This design comes from an exercise in tuning for small area on the open sky130 flow, not from production work.
Where RTL was checked, it was by simulation tests only, not by an equivalence proof against the original.
Only the layout flow was run in run 1; the RTL was not checked for function there.
The flow treats the clock pin as an ideal source, which a real chip does not have.
Power figures rest on the tool's default switching activity, not on a simulated workload.

## flow/design.v (module list and top-level ports; edited modules follow where they fit)
// module matrix_multiper: 2799 lines
// module c_inv: 3 lines
// module c_xor2: 3 lines
// module c_xnor2: 3 lines
// module c_nand2: 3 lines
// module c_nor2: 3 lines
// module c_and2: 3 lines
// module c_or2: 3 lines
// module c_nand2b: 3 lines
// module c_o22ai: 3 lines
// module c_maj3: 3 lines
// module fa: 4 lines
// module ha: 4 lines
module matrix_multiper #(
	parameter DSIZE	= 8,
	parameter MSIZE	= 8
)(
	input				clock,
	input [DSIZE-1:0]	iR,
	input [DSIZE-1:0]	iG,
	input [DSIZE-1:0]	iB,
	input [MSIZE-1:0]	M00,
	input [MSIZE-1:0]	M01,
	input [MSIZE-1:0]	M02,
	input [MSIZE-1:0]	M10,
	input [MSIZE-1:0]	M11,
	input [MSIZE-1:0]	M12,
	input [MSIZE-1:0]	M20,
	input [MSIZE-1:0]	M21,
	input [MSIZE-1:0]	M22,
	output[DSIZE-1:0]	Ro,
	output[DSIZE-1:0]	Go,
	output[DSIZE-1:0]	Bo
);
  // ...
==> flow/flow/run.sh <==
#!/bin/bash
# The standard layout (standard.sh, the standard flow's own ORFS run) with changes that
# only pick smaller cells; the netlist's logic and registers are untouched:
#  - port buffers are the smallest buffer (buf_1) instead of the delay buffer
#    that buffer_ports picks by default;
#  - clock tree synthesis uses clkbuf_4 leaves under a clkbuf_8 root and no
#    dummy loads; leaves whose flip-flop clock pins would see a slew over
#    100 ps are then sized up to clkbuf_8 and the placement legalised.
# Each tool's output goes to a log file of its own in this folder.
set -euo pipefail
export BUFFER_PORTS_ARGS="-buffer_cell sky130_fd_sc_hd__buf_1"
export CTS_ARGS="-sink_clustering_enable -repair_clock_nets -dont_use_dummy_load -buf_list {sky130_fd_sc_hd__clkbuf_4} -root_buf sky130_fd_sc_hd__clkbuf_8"
export RES=orfs/results/${FLOW_PLATFORM}/matrix_multiper/base
bash standard.sh cts > flow_make_cts.log 2>&1
openroad -no_init -exit flow/clkleaf.tcl > flow_clkleaf.log 2>&1
bash standard.sh finish > flow_make_finish.log 2>&1
==> flow/flow/clkleaf.tcl <==
# Size up the clock tree leaf buffers whose flip-flop clock pins see a slew
# over 100 ps, then legalise the placement.
read_liberty $::env(FLOW_HOME)/platforms/sky130hd/lib/sky130_fd_sc_hd__tt_025C_1v80.lib
read_db $::env(RES)/4_cts.odb
read_sdc $::env(RES)/4_cts.sdc
source $::env(FLOW_HOME)/platforms/sky130hd/setRC.tcl
estimate_parasitics -placement
proc worst_sink_slew {inst} {
  set worst 0
  set out [get_pins -of_objects $inst -filter "direction==output"]
  foreach p [get_pins -of_objects [get_nets -of_objects $out] -filter "direction==input"] {
    foreach pr {slew_max_rise slew_max_fall} {
      set v [get_property $p $pr]
      if {$v > $worst} { set worst $v }
    }
  }
  return $worst
}
set n 0
foreach inst [get_cells *] {
  if {[get_property $inst ref_name] != "sky130_fd_sc_hd__clkbuf_4"} continue
  set w [worst_sink_slew $inst]
  if {$w > 0.100} {
    replace_cell $inst sky130_fd_sc_hd__clkbuf_8
    puts "sized up [get_name $inst] (sink slew $w)"
    incr n
  }
}
puts "sized up $n clock buffers"
detailed_placement
check_placement
estimate_parasitics -placement
set ms 0
foreach p [get_pins -hierarchical */CLK] {
  foreach pr {slew_max_rise slew_max_fall} {
    set v [get_property $p $pr]
    if {$v > $ms} { set ms $v }
  }
}
puts "worst flip-flop clock pin slew now $ms"
write_db $::env(RES)/4_cts.odb
==> flow/standard.sh <==
#!/bin/bash
# synth_recipe.tcl (not shown) runs the flow's synth.tcl, then flattens the netlist and writes it again
# the make line also repeats each setting of config.mk as NAME=value (left out here)
make -C /OpenROAD-flow-scripts/flow DESIGN_CONFIG=/design/flow/config.mk WORK_HOME=/design/flow/orfs CLKGATE_MAP_FILE= SYNTH_SCRIPT=/design/flow/synth_recipe.tcl "${@:-finish}"
==> flow/config.mk <==
export PLATFORM = sky130hd
export DESIGN_NAME = matrix_multiper
export DESIGN_NICKNAME = matrix_multiper
export VERILOG_FILES = /design/flow/design.v
export SDC_FILE = /design/flow/constraint.sdc
export NUM_CORES = 4
export LEC_CHECK = 0
export CAP_MARGIN = 0
export CORE_MARGIN = 2
export CORE_UTILIZATION = 60
export GPL_TIMING_DRIVEN = 0
export SETUP_SLACK_MARGIN = 0.1
export SLEW_MARGIN = 0
export SYNTH_HIERARCHICAL = 1
==> flow/constraint.sdc <==
create_clock -name core_clock -period 6.0 [get_ports {clock}]
set_input_delay 1.2000 -clock core_clock [delete_from_list [all_inputs] [get_ports {clock}]]
set_output_delay 1.2000 -clock core_clock [all_outputs]
set_load 0.01 [all_outputs]
==> metrics.md, run 1 <==
| Metric | Value |
|---|---|
| Outcome | `no timing/DRC/antenna violations` |
| Critical path arrival | `6.18 ns` |
| Int Power | `4.96 mW` |
| Final GP Congestion | `0.920` |
| Post-layout min period | `5.87 ns` |
| Max-Cap Viols | `0` |
| Inverters excl. clock | `72` |
| Crit Path Class | `input pin to flop` |
| Number of buffers created by CTS | `17` |
| Most frequent cells in the layout | `fa_1, o22ai_1, xor2_1` |
| Routed length on met1 | `16.4 mm` |
| Avg Vias per Cell | `6.34` |
| Area growth, synth to finish | `7.80%` |
| Synth top area share | `43.3%` |
| Worst hold path startpoint | `q2[15]$_DFF_P_` |
| Syn_area_per_cell | `11.2 um2` |
| Worst-path clk slew | `0.09 ns` |
| Worst r2r path cells | `7` |
| Post-Synth Simple-Gate Area | `4.12%` |
| Clock share of power | `5.3%` |
| Die Wd | `160 um` |
| CTS tree | `yes` |
| Mux contribution to synthesized area | `0%` |
| Max Buffers Root-to-Sink | `2` |
| Sequential fraction of the synthesis area | `16.1%` |
| P_clk | `0.477 mW` |
| Multi-In Gates | `1107` |
| Post-DP Area | `0.0154 mm2` |
| Fin cells | `1757` |
| Fraction of area in multi-input gates | `76.8%` |
| Worst-Margin Slew | `1.30 ns` |
| DRT Pass-1 Iters | `5` |
| Via count of the routed design | `11.1k` |
| Share of layout cells above drive strength 1 | `4.33%` |
| Global route hottest layer | `met2` |
| FFs & Latches | `117` |
| Post-CTS setup buffer count | `0` |
| XOR/XNOR share of the synthesized area | `21.8%` |
| Adder-Cell Fraction of Synth Area | `45.3%` |
| M3 GR Usage | `6.34%` |
| Flop-to-flop setup slack | `2.65 ns` |
==> inputs of run 2 (changes only) <==
--- a/flow/design.v
+++ b/flow/design.v
@@ -1515,54 +1515,60 @@
 wire c1493;
 wire n1494;
 reg p_c1003;
 reg p_c1017;
 reg p_c1029;
 reg p_c1037;
 reg p_c1041;
 reg p_c1043;
+reg p_c1166;
+reg p_c1167;
 reg p_c1189;
-reg p_c1190;
 reg p_c1208;
 reg p_c1226;
 reg p_c1240;
 reg p_c1252;
 reg p_c1260;
 reg p_c1264;
 reg p_c1266;
+reg p_c1389;
+reg p_c1390;
 reg p_c1412;
-reg p_c1413;
 reg p_c1431;
 reg p_c1449;
 reg p_c1463;
 reg p_c1475;
 reg p_c1483;
 reg p_c1487;
 reg p_c1489;
+reg p_c943;
+reg p_c944;
 reg p_c966;
-reg p_c967;
 reg p_c985;
 reg p_s1002;
 reg p_s1016;
 reg p_s1028;
 reg p_s1036;
 reg p_s1042;
+reg p_s1188;
 reg p_s1207;
 reg p_s1225;
 reg p_s1239;
 reg p_s1251;
 reg p_s1259;
 reg p_s1265;
+reg p_s1411;
 reg p_s1430;
 reg p_s1448;
 reg p_s1462;
 reg p_s1474;
 reg p_s1482;
 reg p_s1488;
+reg p_s965;
 reg p_s984;
 c_inv u0 (.a(iR[0]), .y(n1));
 c_inv u1 (.a(iR[1]), .y(n2));
 c_inv u2 (.a(iR[2]), .y(n3));
 c_inv u3 (.a(iR[3]), .y(n4));
 c_inv u4 (.a(iR[4]), .y(n5));
 c_inv u5 (.a(iR[5]), .y(n6));
 c_inv u6 (.a(iR[6]), .y(n7));
@@ -2455,27 +2461,27 @@
 fa u893 (.a(n86), .b(n156), .ci(n175), .s(s951), .co(c952));
 fa u894 (.a(n245), .b(n264), .ci(c923), .s(s953), .co(c954));
 fa u895 (.a(c925), .b(c927), .ci(c929), .s(s955), .co(c956));
 fa u896 (.a(s947), .b(s949), .ci(s951), .s(s957), .co(c958));
 fa u897 (.a(c931), .b(s953), .ci(c933), .s(s959), .co(c960));
 fa u898 (.a(c935), .b(s955), .ci(s957), .s(s961), .co(c962));
 fa u899 (.a(c937), .b(s959), .ci(c939), .s(s963), .co(c964));
 fa u900 (.a(s961), .b(c941), .ci(s963), .s(s965), .co(c966));
-c_maj3 u901 (.a(s965), .b(c943), .c(c944), .y(c967));
+c_maj3 u901 (.a(p_s965), .b(p_c943), .c(p_c944), .y(c967));
 fa u902 (.a(c946), .b(n105), .ci(n194), .s(s968), .co(c969));
 fa u903 (.a(n283), .b(n69), .ci(n158), .s(s970), .co(c971));
 fa u904 (.a(n247), .b(n88), .ci(n177), .s(s972), .co(c973));
 fa u905 (.a(n266), .b(c948), .ci(c950), .s(s974), .co(c975));
 fa u906 (.a(c952), .b(s968), .ci(s970), .s(s976), .co(c977));
 fa u907 (.a(s972), .b(c954), .ci(c956), .s(s978), .co(c979));
 fa u908 (.a(c958), .b(s974), .ci(s976), .s(s980), .co(c981));
 fa u909 (.a(c960), .b(s978), .ci(c962), .s(s982), .co(c983));
 fa u910 (.a(s980), .b(c964), .ci(s982), .s(s984), .co(c985));
-fa u911 (.a(p_c966), .b(p_s984), .ci(p_c967), .s(s986), .co(c987));
+fa u911 (.a(p_c966), .b(p_s984), .ci(c967), .s(s986), .co(c987));
 fa u912 (.a(n51), .b(n140), .ci(n229), .s(s988), .co(c989));
 fa u913 (.a(n107), .b(n196), .ci(n285), .s(s990), .co(c991));
 fa u914 (.a(n90), .b(n179), .ci(n268), .s(s992), .co(c993));
 fa u915 (.a(s988), .b(c969), .ci(c971), .s(s994), .co(c995));
 fa u916 (.a(c973), .b(s990), .ci(s992), .s(s996), .co(c997));
 fa u917 (.a(c975), .b(c977), .ci(s994), .s(s998), .co(c999));
 fa u918 (.a(s996), .b(c979), .ci(c981), .s(s1000), .co(c1001));
 fa u919 (.a(s998), .b(c983), .ci(s1000), .s(s1002), .co(c1003));
@@ -2573,27 +2579,27 @@
 fa u1011 (.a(n353), .b(n423), .ci(n442), .s(s1174), .co(c1175));
 fa u1012 (.a(n512), .b(n531), .ci(c1146), .s(s1176), .co(c1177));
 fa u1013 (.a(c1148), .b(c1150), .ci(c1152), .s(s1178), .co(c1179));
 fa u1014 (.a(s1170), .b(s1172), .ci(s1174), .s(s1180), .co(c1181));
 fa u1015 (.a(c1154), .b(s1176), .ci(c1156), .s(s1182), .co(c1183));
 fa u1016 (.a(c1158), .b(s1178), .ci(s1180), .s(s1184), .co(c1185));
 fa u1017 (.a(c1160), .b(s1182), .ci(c1162), .s(s1186), .co(c1187));
 fa u1018 (.a(s1184), .b(c1164), .ci(s1186), .s(s1188), .co(c1189));
-c_maj3 u1019 (.a(s1188), .b(c1166), .c(c1167), .y(c1190));
+c_maj3 u1019 (.a(p_s1188), .b(p_c1166), .c(p_c1167), .y(c1190));
 fa u1020 (.a(c1169), .b(n372), .ci(n461), .s(s1191), .co(c1192));
 fa u1021 (.a(n550), .b(n336), .ci(n425), .s(s1193), .co(c1194));
 fa u1022 (.a(n514), .b(n355), .ci(n444), .s(s1195), .co(c1196));
 fa u1023 (.a(n533), .b(c1171), .ci(c1173), .s(s1197), .co(c1198));
 fa u1024 (.a(c1175), .b(s1191), .ci(s1193), .s(s1199), .co(c1200));
 fa u1025 (.a(s1195), .b(c1177), .ci(c1179), .s(s1201), .co(c1202));
 fa u1026 (.a(c1181), .b(s1197), .ci(s1199), .s(s1203), .co(c1204));
 fa u1027 (.a(c1183), .b(s1201), .ci(c1185), .s(s1205), .co(c1206));
 fa u1028 (.a(s1203), .b(c1187), .ci(s1205), .s(s1207), .co(c1208));
-fa u1029 (.a(p_c1189), .b(p_s1207), .ci(p_c1190), .s(s1209), .co(c1210));
+fa u1029 (.a(p_c1189), .b(p_s1207), .ci(c1190), .s(s1209), .co(c1210));
 fa u1030 (.a(n318), .b(n407), .ci(n496), .s(s1211), .co(c1212));
 fa u1031 (.a(n374), .b(n463), .ci(n552), .s(s1213), .co(c1214));
 fa u1032 (.a(n357), .b(n446), .ci(n535), .s(s1215), .co(c1216));
 fa u1033 (.a(s1211), .b(c1192), .ci(c1194), .s(s1217), .co(c1218));
 fa u1034 (.a(c1196), .b(s1213), .ci(s1215), .s(s1219), .co(c1220));
 fa u1035 (.a(c1198), .b(c1200), .ci(s1217), .s(s1221), .co(c1222));
 fa u1036 (.a(s1219), .b(c1202), .ci(c1204), .s(s1223), .co(c1224));
 fa u1037 (.a(s1221), .b(c1206), .ci(s1223), .s(s1225), .co(c1226));
@@ -2691,27 +2697,27 @@
 fa u1129 (.a(n620), .b(n690), .ci(n709), .s(s1397), .co(c1398));
 fa u1130 (.a(n779), .b(n798), .ci(c1369), .s(s1399), .co(c1400));
 fa u1131 (.a(c1371), .b(c1373), .ci(c1375), .s(s1401), .co(c1402));
 fa u1132 (.a(s1393), .b(s1395), .ci(s1397), .s(s1403), .co(c1404));
 fa u1133 (.a(c1377), .b(s1399), .ci(c1379), .s(s1405), .co(c1406));
 fa u1134 (.a(c1381), .b(s1401), .ci(s1403), .s(s1407), .co(c1408));
 fa u1135 (.a(c1383), .b(s1405), .ci(c1385), .s(s1409), .co(c1410));
 fa u1136 (.a(s1407), .b(c1387), .ci(s1409), .s(s1411), .co(c1412));
-c_maj3 u1137 (.a(s1411), .b(c1389), .c(c1390), .y(c1413));
+c_maj3 u1137 (.a(p_s1411), .b(p_c1389), .c(p_c1390), .y(c1413));
 fa u1138 (.a(c1392), .b(n639), .ci(n728), .s(s1414), .co(c1415));
 fa u1139 (.a(n817), .b(n603), .ci(n692), .s(s1416), .co(c1417));
 fa u1140 (.a(n781), .b(n622), .ci(n711), .s(s1418), .co(c1419));
 fa u1141 (.a(n800), .b(c1394), .ci(c1396), .s(s1420), .co(c1421));
 fa u1142 (.a(c1398), .b(s1414), .ci(s1416), .s(s1422), .co(c1423));
 fa u1143 (.a(s1418), .b(c1400), .ci(c1402), .s(s1424), .co(c1425));
 fa u1144 (.a(c1404), .b(s1420), .ci(s1422), .s(s1426), .co(c1427));
 fa u1145 (.a(c1406), .b(s1424), .ci(c1408), .s(s1428), .co(c1429));
 fa u1146 (.a(s1426), .b(c1410), .ci(s1428), .s(s1430), .co(c1431));
-fa u1147 (.a(p_c1412), .b(p_s1430), .ci(p_c1413), .s(s1432), .co(c1433));
+fa u1147 (.a(p_c1412), .b(p_s1430), .ci(c1413), .s(s1432), .co(c1433));
 fa u1148 (.a(n585), .b(n674), .ci(n763), .s(s1434), .co(c1435));
 fa u1149 (.a(n641), .b(n730), .ci(n819), .s(s1436), .co(c1437));
 fa u1150 (.a(n624), .b(n713), .ci(n802), .s(s1438), .co(c1439));
 fa u1151 (.a(s1434), .b(c1415), .ci(c1417), .s(s1440), .co(c1441));
 fa u1152 (.a(c1419), .b(s1436), .ci(s1438), .s(s1442), .co(c1443));
 fa u1153 (.a(c1421), .b(c1423), .ci(s1440), .s(s1444), .co(c1445));
 fa u1154 (.a(s1442), .b(c1425), .ci(c1427), .s(s1446), .co(c1447));
 fa u1155 (.a(s1444), .b(c1429), .ci(s1446), .s(s1448), .co(c1449));
@@ -2740,54 +2746,60 @@
 c_inv u1178 (.a(c1493), .y(n1494));
 always @(posedge clock) begin
 	p_c1003 <= c1003;
 	p_c1017 <= c1017;
 	p_c1029 <= c1029;
 	p_c1037 <= c1037;
 	p_c1041 <= c1041;
 	p_c1043 <= c1043;
+	p_c1166 <= c1166;
+	p_c1167 <= c1167;
 	p_c1189 <= c1189;
-	p_c1190 <= c1190;
 	p_c1208 <= c1208;
 	p_c1226 <= c1226;
 	p_c1240 <= c1240;
 	p_c1252 <= c1252;
 	p_c1260 <= c1260;
 	p_c1264 <= c1264;
 	p_c1266 <= c1266;
+	p_c1389 <= c1389;
+	p_c1390 <= c1390;
 	p_c1412 <= c1412;
-	p_c1413 <= c1413;
 	p_c1431 <= c1431;
 	p_c1449 <= c1449;
 	p_c1463 <= c1463;
 	p_c1475 <= c1475;
 	p_c1483 <= c1483;
 	p_c1487 <= c1487;
 	p_c1489 <= c1489;
+	p_c943 <= c943;
+	p_c944 <= c944;
 	p_c966 <= c966;
-	p_c967 <= c967;
 	p_c985 <= c985;
 	p_s1002 <= s1002;
 	p_s1016 <= s1016;
 	p_s1028 <= s1028;
 	p_s1036 <= s1036;
 	p_s1042 <= s1042;
+	p_s1188 <= s1188;
 	p_s1207 <= s1207;
 	p_s1225 <= s1225;
 	p_s1239 <= s1239;
 	p_s1251 <= s1251;
 	p_s1259 <= s1259;
 	p_s1265 <= s1265;
+	p_s1411 <= s1411;
 	p_s1430 <= s1430;
 	p_s1448 <= s1448;
 	p_s1462 <= s1462;
 	p_s1474 <= s1474;
 	p_s1482 <= s1482;
 	p_s1488 <= s1488;
+	p_s965 <= s965;
 	p_s984 <= s984;
 end
 wire [7:0] r0 = {n1048, s1046, s1044, s1038, s1030, s1018, s1004, s986};
 wire [7:0] r1 = {n1271, s1269, s1267, s1261, s1253, s1241, s1227, s1209};
 wire [7:0] r2 = {n1494, s1492, s1490, s1484, s1476, s1464, s1450, s1432};
 reg [23:0] q2, q3, q4;
 always @(posedge clock) begin
 	q2 <= {r0, r1, r2};
==> flow/config.mk (replaced) <==
export PLATFORM = sky130hd
export DESIGN_NAME = matrix_multiper
export DESIGN_NICKNAME = matrix_multiper
export VERILOG_FILES = /design/flow/design.v
export SDC_FILE = /design/flow/constraint.sdc
export NUM_CORES = 4
export LEC_CHECK = 0
export CAP_MARGIN = 0
export CORE_MARGIN = 2
export CORE_UTILIZATION = 40
export GPL_TIMING_DRIVEN = 0
export SETUP_SLACK_MARGIN = 0.1
export SLEW_MARGIN = 0
export SYNTH_HIERARCHICAL = 1
==> metrics.md, run 2 <==
| Metric | Value |
|---|---|
| CORE AREA | `0.0364 mm2 (was 0.0241 mm2)` |
| Hold endpoint | `q4[8]$_DFF_P_ (was q3[15]$_DFF_P_)` |
| Via count of the routed design | `11.1k (about the same)` |
| Nets | `1853 (was 1847)` |
| Final non-filler cell area | `0.0159 mm2 (was 0.0157 mm2)` |
| Max Buffers Root-to-Sink | `2 (unchanged)` |
| Hold path depth | `0 (unchanged)` |
| Gr usage total | `24.1% (was 35.4%)` |
| Ys flop type | `dfxtp_1 (unchanged)` |
| Critical path arrival | `6.05 ns (was 6.18 ns)` |
| CP max FO | `8 (unchanged)` |
| Worst-path clk slew | `0.09 ns (about the same)` |
| Largest area contributor in the netlist | `fa_1 (unchanged)` |
| GRT overflow | `0 (unchanged)` |
| HPWL Detailed | `32.7 mm (was 31.5 mm)` |
| Worst hold path startpoint | `q3[8]$_DFF_P_ (was q2[15]$_DFF_P_)` |
| Final setup viols | `0 (unchanged)` |
| FF+latch area | `0.00246 mm2 (was 0.00234 mm2)` |
| Largest net degree at the start of global routing | `25 (unchanged)` |
| Vias in the first global route | `12.2k (was 11.9k)` |
| Die Wd | `196 um (was 160 um)` |
| Cell row count | `70 (was 57)` |
| R2R Path Start | `p_c944$_DFF_P_ (was p_c966$_DFF_P_)` |
| Final GP Congestion | `0.885 (was 0.920)` |
| Syn nets | `1714 (was 1708)` |
| Netlist cell types | `12 (unchanged)` |
| DRC viols | `0 (unchanged)` |
| ANT cells | `0 (unchanged)` |
| Unrepaired setup endpoints after global routing | `no (was yes)` |
| Post-CTS setup buffer count | `0 (unchanged)` |
| Core Util, Final | `43.6% (was 65.2%)` |
| Worst-Margin Slew | `1.35 ns (was 1.30 ns)` |
| Post-synth ARST share | `0% (unchanged)` |
| Worst r2r path cells | `8 (was 7)` |
| Lkg Pwr | `5.94 nW (about the same)` |
| Post-Syn Area | `0.0147 mm2 (was 0.0146 mm2)` |
| Syn_area_per_cell | `11.3 um2 (was 11.2 um2)` |
| Area growth, synth to finish | `8.17% (was 7.80%)` |
| Post-DP Area | `0.0157 mm2 (was 0.0154 mm2)` |
| Worst Setup Start Kind | `input pin (unchanged)` |
| Pwr dens | `540 mW/mm2 (was 578 mW/mm2)` |
| First-pass GRT wire length | `69.5 mm (was 67.7 mm)` |
| Crit Path Class | `input pin to flop (unchanged)` |
| Clock sink count | `123 (was 117)` |
| H-tree depth | `4 (unchanged)` |
| Starting DRT DRC Count | `966 (was 1190)` |
| Number of buffers created by CTS | `17 (unchanged)` |
| Fill cells | `3520 (was 2052)` |
| Most frequent cells in the layout | `fa_1, o22ai_1, xor2_1 (unchanged)` |
| Root Buffer | `clkbuf_8 (unchanged)` |
| Initial antenna violation count | `0 (unchanged)` |
| Latest clock arrival within the worst-skew pair | `0.45 ns (was 0.43 ns)` |
| CTS tree | `yes (unchanged)` |
| Fmax | `175 MHz (was 170 MHz)` |
| CTS-repair resized insts | `0 (was 3)` |
| Sequential fraction of the synthesis area | `16.8% (was 16.1%)` |
| Slew Limit Fails | `0 (unchanged)` |
| Synth Register Bits | `123 (was 117)` |
| Die footprint | `0.0383 mm2 (was 0.0256 mm2)` |
| Slew margin rel. | `10.0% (was 13.3%)` |
| Reg-to-reg endpoint | `q2[22]$_DFF_P_ (unchanged)` |
| Post-layout min period | `5.72 ns (was 5.87 ns)` |
| Share of layout cells above drive strength 1 | `3.06% (was 4.33%)` |
| Synth top area share | `42.9% (was 43.3%)` |
| Outcome | `no timing/DRC/antenna violations (unchanged)` |
| Period utilisation layout | `95.4% (was 97.9%)` |
| Tightest hold margin | `0.315 ns (was 0.310 ns)` |
| IO buf count | `120 (unchanged)` |
| HP Class | `flop to flop (unchanged)` |
| Final hold viol count | `0 (unchanged)` |
| Cell with the most instances after synthesis | `fa_1 (unchanged)` |
| Maximum VDD drop | `315 uV (was 559 uV)` |
| Hold_buf cts | `0 (unchanged)` |
| Top cells by area, synth | `fa_1, dfxtp_1, xor2_1 (unchanged)` |
| Synth Instances | `1302 (was 1296)` |
| Initial Util | `40.3% (was 60.5%)` |
| Worst Clk Skew | `0.0236 ns (was 0.0294 ns)` |
| Largest regs | `q2 x24, q3 x24, q4 x24 (unchanged)` |
| Yosys warns | `7 (unchanged)` |
| Commonest non-fill, non-tap cell in the layout | `fa_1 (unchanged)` |
| Routed Antenna Nets | `0 (unchanged)` |
| Die Y | `196 um (was 160 um)` |
| Routed WL | `44.1 mm (was 43.5 mm)` |
| DRT Pass-1 Iters | `5 (unchanged)` |
| Ports | `121 (unchanged)` |
| Post-synth top cells | `fa_1, o22ai_1, xor2_1, xnor2_1, dfxtp_1 (unchanged)` |
| Worst setup EP type | `flop (unchanged)` |
| Wire per inst | `23.1 um (was 24.7 um)` |
| EDFF count, synth | `0 (unchanged)` |
| Flop-to-flop setup slack | `2.41 ns (was 2.65 ns)` |
| Multi-input gate area | `0.0120 mm2 (was 0.0121 mm2)` |
| WP data required | `6.33 ns (was 6.31 ns)` |
| Max-Cap Viols | `0 (unchanged)` |
| Avg Vias per Cell | `5.81 (was 6.34)` |
| Total power | `8.59 mW (was 9.08 mW)` |
## run 2: cell count changes in the layout (fill, tap and decap cells not counted), moves of 4 or more
cell | previous run | this run
xnor2_2 | 4 | 0
clkbuf_2 | 4 | 0
dfxtp_1 | 117 | 123
xor2_2 | 9 | 0
xnor2_1 | 170 | 174
xor2_1 | 180 | 189
buf_1 | 115 | 120
## run 2: cells by family after synthesis
kind of cell | after synthesis | synth area share [%]
AOI/OAI and AO/OA | 252 | 10.7
xor gates and xnor gates | 363 | 21.6
adders and majority gates | 342 | 45.0
buffers and inverters | 72 | 1.84
DFF | 123 | 16.8
and+or+nand+nor | 150 | 4.09
## run 2: cell type report
cell class              count  share of cell area (%)
clock buffers              17                    1.04
inverters                  72                    1.70
multi-input cells        1107                    75.3
flip-flops and latches    123                    15.5
well taps                 468                    3.68
repair buffers            120                    2.83
## run 2: worst max-delay path, stage by stage
cell,delay [ns]
buf_1,0.57
xor2_1,0.63
inv_1,0.37
xnor2_1,0.26
fa_1,0.48
fa_1,0.49
fa_1,0.51
fa_1,0.42
maj3_2,0.32
maj3_2,0.32
maj3_2,0.30
and2_1,0.18
## run 2: worst max-delay path by stage
stage,from,end,cells past startpoint
3_3_place_gp,M21[7],p_c1390$_DFF_P_,12
5_1_grt,M21[7],p_c1390$_DFF_P_,12
3_5_place_dp,M22[7],p_c1390$_DFF_P_,12
2_1_floorplan,M11[1],p_c1167$_DFF_P_,12
4_1_cts,M22[7],p_c1390$_DFF_P_,12
6_report,M20[7],p_c1390$_DFF_P_,12
## run 2: power breakdown
part / switching, mW / leakage, nW / internal, mW
Clock: 0.272 / 0.0937 / 0.173
Sequential: 0.141 / 1.04 / 1.41
Combinational: 3.46 / 4.81 / 3.14
Total: 3.87 / 5.94 / 4.72
## run 2: Yosys stat by module, one instance, submodules excluded, a selection
module	flops+latches	copies in the design	area (um2)
c_inv	0	72	3.75
c_nand2	0	27	3.75
c_nand2b	0	9	6.26
c_nor2	0	108	3.75
c_o22ai	0	252	6.26
c_or2	0	3	6.26
c_xnor2	0	174	8.76
matrix_multiper	123	1	2460
## run 2: routing by layer
| layer | wire [um] | share of wire, % | vias up | GRT usage (%) |
|---|---|---|---|---|
| met5 | 0 | 0 | - | 0 |
| met4 | 1670 | 3.8 | 0 | 10.0 |
| met3 | 3870 | 8.8 | 99 | 5.40 |
| met2 | 20200 | 46 | 658 | 37.9 |
| met1 | 18400 | 42 | 5652 | 32.3 |
| li1 | - | - | 4669 | - |
## run 2: stage by stage
step,cells,setup TNS (ns),setup slack [ns]
global placement,1890,-0.123,-0.100
detailed placement,1890,-0.236,-0.160
CTS,1907,0,0.308
finish,1907,0,0.276
floorplan,1302,0,0.976
global route,1907,0,0.216
==> inputs of run 3 (changes only) <==
--- a/flow/flow/run.sh
+++ b/flow/flow/run.sh
@@ -3,6 +3,8 @@
 # only pick smaller cells; the netlist's logic and registers are untouched:
 #  - port buffers are the smallest buffer (buf_1) instead of the delay buffer
 #    that buffer_ports picks by default;
+#  - after floorplan, maj3 cells that synthesis sized up go back to maj3_1
+#    (later timing repair may still size them up where needed);
 #  - clock tree synthesis uses clkbuf_4 leaves under a clkbuf_8 root and no
 #    dummy loads; leaves whose flip-flop clock pins would see a slew over
 #    100 ps are then sized up to clkbuf_8 and the placement legalised.
@@ -11,6 +13,8 @@
 export BUFFER_PORTS_ARGS="-buffer_cell sky130_fd_sc_hd__buf_1"
 export CTS_ARGS="-sink_clustering_enable -repair_clock_nets -dont_use_dummy_load -buf_list {sky130_fd_sc_hd__clkbuf_4} -root_buf sky130_fd_sc_hd__clkbuf_8"
 export RES=orfs/results/${FLOW_PLATFORM}/matrix_multiper/base
+bash standard.sh floorplan > flow_make_floorplan.log 2>&1
+openroad -no_init -exit flow/downsize.tcl > flow_downsize.log 2>&1
 bash standard.sh cts > flow_make_cts.log 2>&1
 openroad -no_init -exit flow/clkleaf.tcl > flow_clkleaf.log 2>&1
 bash standard.sh finish > flow_make_finish.log 2>&1
==> flow/flow/downsize.tcl (new file) <==
# Size maj3 cells back down to maj3_1 before placement.
read_db $::env(RES)/2_floorplan.odb
set n 0
foreach inst [[ord::get_db_block] getInsts] {
  if {[[$inst getMaster] getName] == "sky130_fd_sc_hd__maj3_2"} {
    $inst swapMaster [[ord::get_db] findMaster sky130_fd_sc_hd__maj3_1]
    incr n
  }
}
puts "downsized $n maj3 cells"
write_db $::env(RES)/2_floorplan.odb
--- a/flow/config.mk
+++ b/flow/config.mk
@@ -5,10 +5,10 @@
 export SDC_FILE = /design/flow/constraint.sdc
 export NUM_CORES = 4
 export LEC_CHECK = 0
-export CAP_MARGIN = 0
+export CAP_MARGIN = 20
 export CORE_MARGIN = 2
 export CORE_UTILIZATION = 40
 export GPL_TIMING_DRIVEN = 0
 export SETUP_SLACK_MARGIN = 0.1
-export SLEW_MARGIN = 0
+export SLEW_MARGIN = 20
 export SYNTH_HIERARCHICAL = 1
==> metrics.md, run 3 <==
| Metric | Value |
|---|---|
| Core Util, Final | `44.2% (was 43.6%)` |
| Syn nets | `1714 (unchanged)` |
| Largest area contributor in the netlist | `fa_1 (unchanged)` |
| M3 GR Usage | `4.93% (was 5.40%)` |
| Latest clock arrival within the worst-skew pair | `0.46 ns (was 0.45 ns)` |
| Final setup viols | `0 (unchanged)` |
| Avg Vias per Cell | `5.80 (was 5.81)` |
| Routed Antenna Nets | `0 (unchanged)` |
| WP data required | `6.35 ns (was 6.33 ns)` |
| Die footprint | `0.0383 mm2 (unchanged)` |
| Final GP Congestion | `0.911 (was 0.885)` |
| Maximum VDD drop | `268 uV (was 315 uV)` |
| Post-synth ARST share | `0% (unchanged)` |
| Largest net degree at the start of global routing | `25 (unchanged)` |
| Met2 usage | `39.7% (was 37.9%)` |
| Max Buffers Root-to-Sink | `2 (unchanged)` |
| Met1 usage | `32.2% (was 32.3%)` |
| Outcome | `no timing/DRC/antenna violations (unchanged)` |
| Ports | `121 (unchanged)` |
| Post-synth top cells | `fa_1, o22ai_1, xor2_1, xnor2_1, dfxtp_1 (unchanged)` |
| Commonest non-fill, non-tap cell in the layout | `fa_1 (unchanged)` |
| Vias in the first global route | `12.2k (about the same)` |
| Max-Cap Viols | `0 (unchanged)` |
| DP Cell Count | `1893 (was 1890)` |
| Syn_area_per_cell | `11.3 um2 (unchanged)` |
| Ys flop type | `dfxtp_1 (unchanged)` |
| Period utilisation layout | `97.4% (was 95.4%)` |
| Number of buffers created by CTS | `17 (unchanged)` |
| Via count of the routed design | `11.1k (about the same)` |
| Fill cells | `3494 (was 3520)` |
| Fin cells | `1917 (was 1907)` |
| Worst-Margin Slew | `1.21 ns (was 1.35 ns)` |
| Hold_buf cts | `0 (unchanged)` |
| Worst setup EP type | `flop (unchanged)` |
| Critical path arrival | `6.19 ns (was 6.05 ns)` |
| NetSw | `3.83 mW (was 3.87 mW)` |
| Routed WL | `44.7 mm (was 44.1 mm)` |
| Post-DP Area | `0.0158 mm2 (was 0.0157 mm2)` |
| Top cells by area, synth | `fa_1, dfxtp_1, xor2_1 (unchanged)` |
| Global route hottest layer | `met2 (unchanged)` |
| CTS tree | `yes (unchanged)` |
| Slew Limit Fails | `0 (unchanged)` |
| Clock sink count | `123 (unchanged)` |
| Crit Path Class | `input pin to flop (unchanged)` |
| CP max FO | `8 (unchanged)` |
| First-pass GRT wire length | `70.4 mm (was 69.5 mm)` |
| Die Y | `196 um (unchanged)` |
| Root Buffer | `clkbuf_8 (unchanged)` |
| Dpl ws | `-0.217 ns (was -0.160 ns)` |
| Worst Setup Start Kind | `input pin (unchanged)` |
| Area growth, synth to finish | `9.48% (was 8.17%)` |
| Total power | `8.48 mW (was 8.59 mW)` |
| Hold path depth | `0 (unchanged)` |
| GRT overflow | `0 (unchanged)` |
| Initial Util | `40.3% (unchanged)` |
| Gr usage total | `24.6% (was 24.1%)` |
| DRT Pass-1 Iters | `5 (unchanged)` |
| Yosys warns | `7 (unchanged)` |
| Share of layout cells above drive strength 1 | `2.35% (was 3.06%)` |
| Sw frac | `45.2% (was 45.0%)` |
| Cell row count | `70 (unchanged)` |
| Final hold viol count | `0 (unchanged)` |
| Post-Syn Area | `0.0147 mm2 (unchanged)` |
| Hold endpoint | `q4[19]$_DFF_P_ (was q4[8]$_DFF_P_)` |
| ANT cells | `0 (unchanged)` |
| Pwr dens | `527 mW/mm2 (was 540 mW/mm2)` |
| Lkg Pwr | `5.98 nW (was 5.94 nW)` |
| Wire per inst | `23.3 um (was 23.1 um)` |
| Slew margin rel. | `19.5% (was 10.0%)` |
| Most frequent cells in the layout | `fa_1, o22ai_1, xor2_1 (unchanged)` |
| Tightest hold margin | `0.311 ns (was 0.315 ns)` |
| Die Wd | `196 um (unchanged)` |
| IO buf count | `120 (unchanged)` |
| Int Power | `4.65 mW (was 4.72 mW)` |
| Total negative setup slack | `0 ns (unchanged)` |
| HPWL Detailed | `33.5 mm (was 32.7 mm)` |
| Synth Instances | `1302 (unchanged)` |
| Clock share of power | `5.6% (was 5.2%)` |
| HP Class | `flop to flop (unchanged)` |
| Worst-path clk slew | `0.08 ns (was 0.09 ns)` |
| EDFF count, synth | `0 (unchanged)` |
| Fin worst setup slack | `0.158 ns (was 0.276 ns)` |
| Largest regs | `q2 x24, q3 x24, q4 x24 (unchanged)` |
| Sequential fraction of the synthesis area | `16.8% (unchanged)` |
| Nets | `1863 (was 1853)` |
| Worst Clk Skew | `0.0214 ns (was 0.0236 ns)` |
| Synth Register Bits | `123 (unchanged)` |
| Synth top area share | `42.9% (unchanged)` |
| Reg-to-reg endpoint | `q2[22]$_DFF_P_ (unchanged)` |
| Post-layout min period | `5.84 ns (was 5.72 ns)` |
| Starting DRT DRC Count | `1008 (was 966)` |
| Fmax | `171 MHz (was 175 MHz)` |
| DRC viols | `0 (unchanged)` |
| Final non-filler cell area | `0.0161 mm2 (was 0.0159 mm2)` |
| Initial antenna violation count | `0 (unchanged)` |
| Sequential Power Share | `18.3% (was 18.0%)` |
| Cell with the most instances after synthesis | `fa_1 (unchanged)` |
| Flop-to-flop setup slack | `2.35 ns (was 2.41 ns)` |
| Worst hold path startpoint | `q3[19]$_DFF_P_ (was q3[8]$_DFF_P_)` |
| Netlist cell types | `12 (unchanged)` |
| Comb power frac | `76.1% (was 76.8%)` |
| Worst r2r path cells | `8 (unchanged)` |
| H-tree depth | `4 (unchanged)` |
| R2R Path Start | `p_c944$_DFF_P_ (unchanged)` |
| CORE AREA | `0.0364 mm2 (unchanged)` |
| Unrepaired setup endpoints after global routing | `no (unchanged)` |
[run 3: cell counts after synthesis]
Identical to the previous run, type by type.
[run 3: modules after synthesis (local to each module, per instance)]
module,flops+latches,cell area (um2)
c_and2,0,6.26
c_inv,0,3.75
c_maj3,0,11.3
c_nand2,0,3.75
c_nand2b,0,6.26
c_nor2,0,3.75
c_o22ai,0,6.26
c_or2,0,6.26
c_xnor2,0,8.76
c_xor2,0,8.76
fa,0,20.0
matrix_multiper,123,2460
[run 3: repair_timing]
action / CTS / global route
setup buffers: 0 / 0
endpoints found under the hold margin: 0 / 0
gates resized for setup: 0 / 1
endpoints found under the setup margin: 0 / 1
[run 3: cell type report]
| cell class | count | area [um2] | area share, % |
|---|---|---|---|
| Inverter | 72 | 270 | 1.68 |
| Tap cell | 468 | 586 | 3.64 |
| Timing Repair Buffer | 130 | 651 | 4.04 |
| Multi-Input combinational cell | 1107 | 11900 | 74.2 |
| Sequential cell | 123 | 2460 | 15.3 |
| Clock buffer | 17 | 184 | 1.14 |
[run 3: worst max-delay path by stage]
stage	start	to	cells after the start
floorplan	M11[1]	p_c1167$_DFF_P_	12
global route	M00[7]	p_c944$_DFF_P_	12
finish	M21[7]	p_c1390$_DFF_P_	12
global placement	M02[1]	p_c944$_DFF_P_	13
detailed placement	M02[1]	p_c944$_DFF_P_	13
CTS	M10[7]	p_c1167$_DFF_P_	12
[run 3: power groups by stage]
stage,sequential (mW),clock (mW),combinational (mW)
3_3_place_gp,1.57,0,6.39
2_1_floorplan,1.59,0,4.87
4_1_cts,1.56,0.440,6.61
6_report,1.55,0.474,6.46
3_5_place_dp,1.58,0,6.58
5_1_grt,1.61,0.538,7.44
[run 3: routing by layer]
| layer | share of wire, % | up-vias | routed length [um] |
|---|---|---|---|
| met1 | 39 | 5631 | 17300 |
| li1 | - | 4696 | - |
| met5 | 0 | - | 0 |
| met2 | 47 | 674 | 21200 |
| met3 | 9.7 | 123 | 4320 |
| met4 | 4.3 | 0 | 1940 |
[run 3: kinds of logic after synthesis]
kind of cell / after synthesis / synth area share, %
XOR/XNOR: 363 / 21.6
adder cells (fa/ha/maj): 342 / 45.0
AO/OA/AOI/OAI: 252 / 10.7
AND/OR/NAND/NOR: 150 / 4.09
flip-flops: 123 / 16.8
buffers and inverters: 72 / 1.84
[run 3: worst max-delay path: stages]
cell and delay, ns:
buf_1 0.58, xor2_1 0.69, inv_1 0.37, nor2_1 0.23, fa_1 0.48, fa_1 0.46
fa_1 0.51, fa_1 0.41, maj3_1 0.37, maj3_1 0.38, maj3_1 0.35, and2_1 0.14

==> afterwards: timing with drivers on the ports <==
The results above use ideal ports. As a check the final layouts listed here were re-extracted and re-timed, cells and wires unchanged. Step 1: set_driving_cell puts a clkbuf_16 on clock and a buf_2 on each other input, an assumption about the parent block. Step 2 times the ports against the registers' clock, not the clock port: input delays grow and output delays shrink by t, the midpoint of the rising clock arrivals with the driver on. Slacks: no drivers / after step 1 / after step 2; pairs: no drivers / after step 1.
| run | t (ns) | setup slack, ns | clock arrival spread, ns |
|---|---|---|---|
| run 1 | 0.456 | 0.127 / 0.147 / -0.309 | 0.029 / 0.030 |
| run 2 | 0.479 | 0.276 / 0.293 / -0.186 | 0.028 / 0.028 |
| run 3 | 0.496 | 0.158 / 0.176 / -0.320 | 0.022 / 0.021 |
Met with ideal ports but missed after step 2: setup timing in every run listed. The setup slack of run 3, which loses most, moves by +0.018 ns with the drivers and by -0.478 ns with both steps.
